This is an optimization exercise on Yosys and OpenROAD, whose aim is small area and a short achievable clock period, not a production implementation.
Only simulation tests tie the RTL to the original design; equivalence was not proved.
No activity file was given, so power comes from the tool's default toggle rates.

Design full_mult, start of the top module:
module full_mult
(
    input  [3:0] we,
    input  src_clk, rst,
    input  signed [7:0] data_m1_real, data_m1_imag, data_m2_real, data_m2_imag,
    input  [6:0] Dir_M1, Dir_M2,
    output signed [7:0] coefficient
);
For scale: roughly 2800 flip-flops, about 60 I/O pins, ~120000 um2 of cells after synthesis.
==> flow/config.mk <==
export PLATFORM = sky130hd
export DESIGN_NAME = full_mult
export DESIGN_NICKNAME = full_mult
export VERILOG_FILES = /design/flow/design.v
export SDC_FILE = /design/flow/constraint.sdc
export NUM_CORES = 4
export LEC_CHECK = 0
export CAP_MARGIN = 20
export CORE_MARGIN = 2
export CORE_UTILIZATION = 60
export CTS_BUF_LIST = sky130_fd_sc_hd__clkbuf_16
export CTS_CLUSTER_DIAMETER = 60
export CTS_CLUSTER_SIZE = 30
export PLACE_DENSITY = 0.75
export SLEW_MARGIN = 20
export TNS_END_PERCENT = 30
==> flow/constraint.sdc <==
create_clock -name core_clock -period 9.0 [get_ports {src_clk}]
set_input_delay 1.8000 -clock core_clock [delete_from_list [all_inputs] [get_ports {src_clk}]]
set_output_delay 1.8000 -clock core_clock [all_outputs]
set_load 0.01 [all_outputs]
standard.sh (not shown) runs the stock make flow with config.mk's settings and CLKGATE_MAP_FILE= SYNTH_SCRIPT=/design/flow/synth_recipe.tcl, a recipe that flattens the netlist after the stock synthesis.
==> flow/flow/run.sh <==
#!/bin/bash
set -euo pipefail
export SETUP_SLACK_MARGIN=6
export BUFFER_PORTS_ARGS="-buffer_cell sky130_fd_sc_hd__buf_4"
bash standard.sh > standard.log 2>&1
==> next run, changes <==
--- a/flow/config.mk
+++ b/flow/config.mk
@@ -11,3 +11,3 @@
 export CTS_BUF_LIST = sky130_fd_sc_hd__clkbuf_16
-export CTS_CLUSTER_DIAMETER = 60
+export CTS_CLUSTER_DIAMETER = 100
 export CTS_CLUSTER_SIZE = 30
@@ -15,2 +15 @@
 export SLEW_MARGIN = 20
-export TNS_END_PERCENT = 30
The new run produced a clean layout. Setup slack gets better by 47 ps. Routed wire length came out higher slightly. Clock skew drops by 29 ps. Critical path depth goes down by 3. Global-route usage stays flat. Maximum frequency is higher slightly. Power falls by roughly a tenth. Area after synthesis does not change. Final cell count shrinks slightly.

* * *

full_mult again, from the RTL that the note above started with.
Settings: LEC_CHECK=0, CAP_MARGIN=20, CORE_MARGIN=2, CORE_UTILIZATION=70, CTS_BUF_LIST=sky130_fd_sc_hd__clkbuf_16, CTS_CLUSTER_DIAMETER=60, CTS_CLUSTER_SIZE=30, PLACE_DENSITY=0.85, SLEW_MARGIN=20; clock period 9.0 ns.
Scripts as last shown in full above: flow/flow/run.sh
The baseline went through all stages and came out clean.
Then changed:
--- a/flow/config.mk
+++ b/flow/config.mk
@@ -9,3 +9,3 @@
 export CORE_MARGIN = 2
-export CORE_UTILIZATION = 70
+export CORE_UTILIZATION = 60
 export CTS_BUF_LIST = sky130_fd_sc_hd__clkbuf_16
@@ -13,3 +13,3 @@
 export CTS_CLUSTER_SIZE = 30
-export PLACE_DENSITY = 0.85
+export PLACE_DENSITY = 0.75
 export SLEW_MARGIN = 20
The changed run finished with timing, DRC and antenna clean. Power grows slightly. First-iteration DRC count shrinks by about a fifth. Die area grows by about a fifth. Global-route usage shrinks by 5.1 points. Via count shrinks by a few percent. Cell count grows by a few percent. Worst setup slack improves by 0.014 ns. Utilization shrinks by 10 points.
Then changed:
--- a/flow/config.mk
+++ b/flow/config.mk
@@ -11,3 +11,3 @@
 export CTS_BUF_LIST = sky130_fd_sc_hd__clkbuf_16
-export CTS_CLUSTER_DIAMETER = 60
+export CTS_CLUSTER_DIAMETER = 80
 export CTS_CLUSTER_SIZE = 30
The new run finished clean.
Wire length falls by 0.49%.
Maximum frequency grows by 1.5%.
Global-route usage is lower by 0.27 points.
Setup slack improved by 0.044 ns.
Core utilization drops by 0.89 points.
Power fell by 6.7%.
Clock skew shrinks by 0.016 ns.
Die area stays the same.
Final cell count shrinks by 0.61%.

* * *

Setup of 02-09:
full_mult again, from the RTL that the note above started with.
Design full_mult, start of the top module:
module full_mult
(
    input  [3:0] we,
    input  src_clk, rst,
    input  signed [7:0] data_m1_real, data_m1_imag, data_m2_real, data_m2_imag,
    input  [6:0] Dir_M1, Dir_M2,
    output signed [7:0] coefficient
);
export LEC_CHECK = 0
export CAP_MARGIN = 20
export CORE_MARGIN = 2
export CORE_UTILIZATION = 60
export CTS_BUF_LIST = sky130_fd_sc_hd__clkbuf_16
export CTS_CLUSTER_DIAMETER = 50
export CTS_CLUSTER_SIZE = 36
export PLACE_DENSITY = 0.75
export SLEW_MARGIN = 20
create_clock -name core_clock -period 9.0 [get_ports {src_clk}]
Scripts as last shown in full above: flow/flow/run.sh
## Diff of input files: 03-27 against 02-09
- CTS_CLUSTER_DIAMETER now 60, was 50
- CTS_CLUSTER_SIZE now 30, was 36
==> flow/flow/run.sh <==
#!/bin/bash
set -euo pipefail
export SETUP_SLACK_MARGIN=6.3
export BUFFER_PORTS_ARGS="-buffer_cell sky130_fd_sc_hd__buf_4"
bash standard.sh > standard.log 2>&1
- Total power came out lower on 03-27 than on 02-09.
- Higher final net count among 02-09 and 03-27: 03-27
- Compared to 02-09, 03-27 has relative area change from synthesis to final layout 1.0 points higher.
- | time the worst path needs with I/O delays and setup | lower: 03-27 |
- The lower ratio of total power to cell area came out of 03-27.

separate check: timing with driven ports:
In the flow no input, the clock included, has a driving cell. The finished layouts below were timed again as built, in two steps. Step 1 (the two cells are an assumption about what drives the block):
set clk [get_ports {src_clk}]
set_driving_cell -lib_cell sky130_fd_sc_hd__clkbuf_16 $clk
set_driving_cell -lib_cell sky130_fd_sc_hd__buf_2 [delete_from_list [all_inputs] $clk]
Step 2 adds t to the input delays and takes it off the output delays; t is the mean of the earliest and latest rising clock arrival at the registers after step 1. Input paths then give back, and output paths get back, about the clock's delay inside the block. a / b / c = ideal / step 1 / step 2; a / b = the first two.
run | shift t [ns] | slack for setup (ns) | worst setup path after step 2 | clock arrival spread, ns
the first run of note 1 | 0.943 | 5.884 / 5.851 / 5.114 | input to register | 0.081 / 0.081
the second run of note 1 | 0.886 | 5.931 / 5.845 / 5.207 | input to register | 0.062 / 0.062
the first run of note 2 | 0.910 | 5.915 / 5.833 / 5.229 | input to register | 0.050 / 0.050
the second run of note 2 | 0.932 | 5.929 / 5.844 / 5.174 | input to register | 0.077 / 0.077
the third run of note 2 | 0.895 | 5.974 / 5.894 / 5.168 | input to register | 0.062 / 0.062
02-09 | 0.961 | 5.870 / 5.781 / 5.188 | input to register | 0.084 / 0.083
03-27 | 0.931 | 5.915 / 5.831 / 5.541 | input to register | 0.062 / 0.061
After both steps setup and hold are still met in every run listed. For the third run of note 2, which loses most, drivers alone change the setup slack by -0.080 ns; drivers and shift together by -0.806 ns.
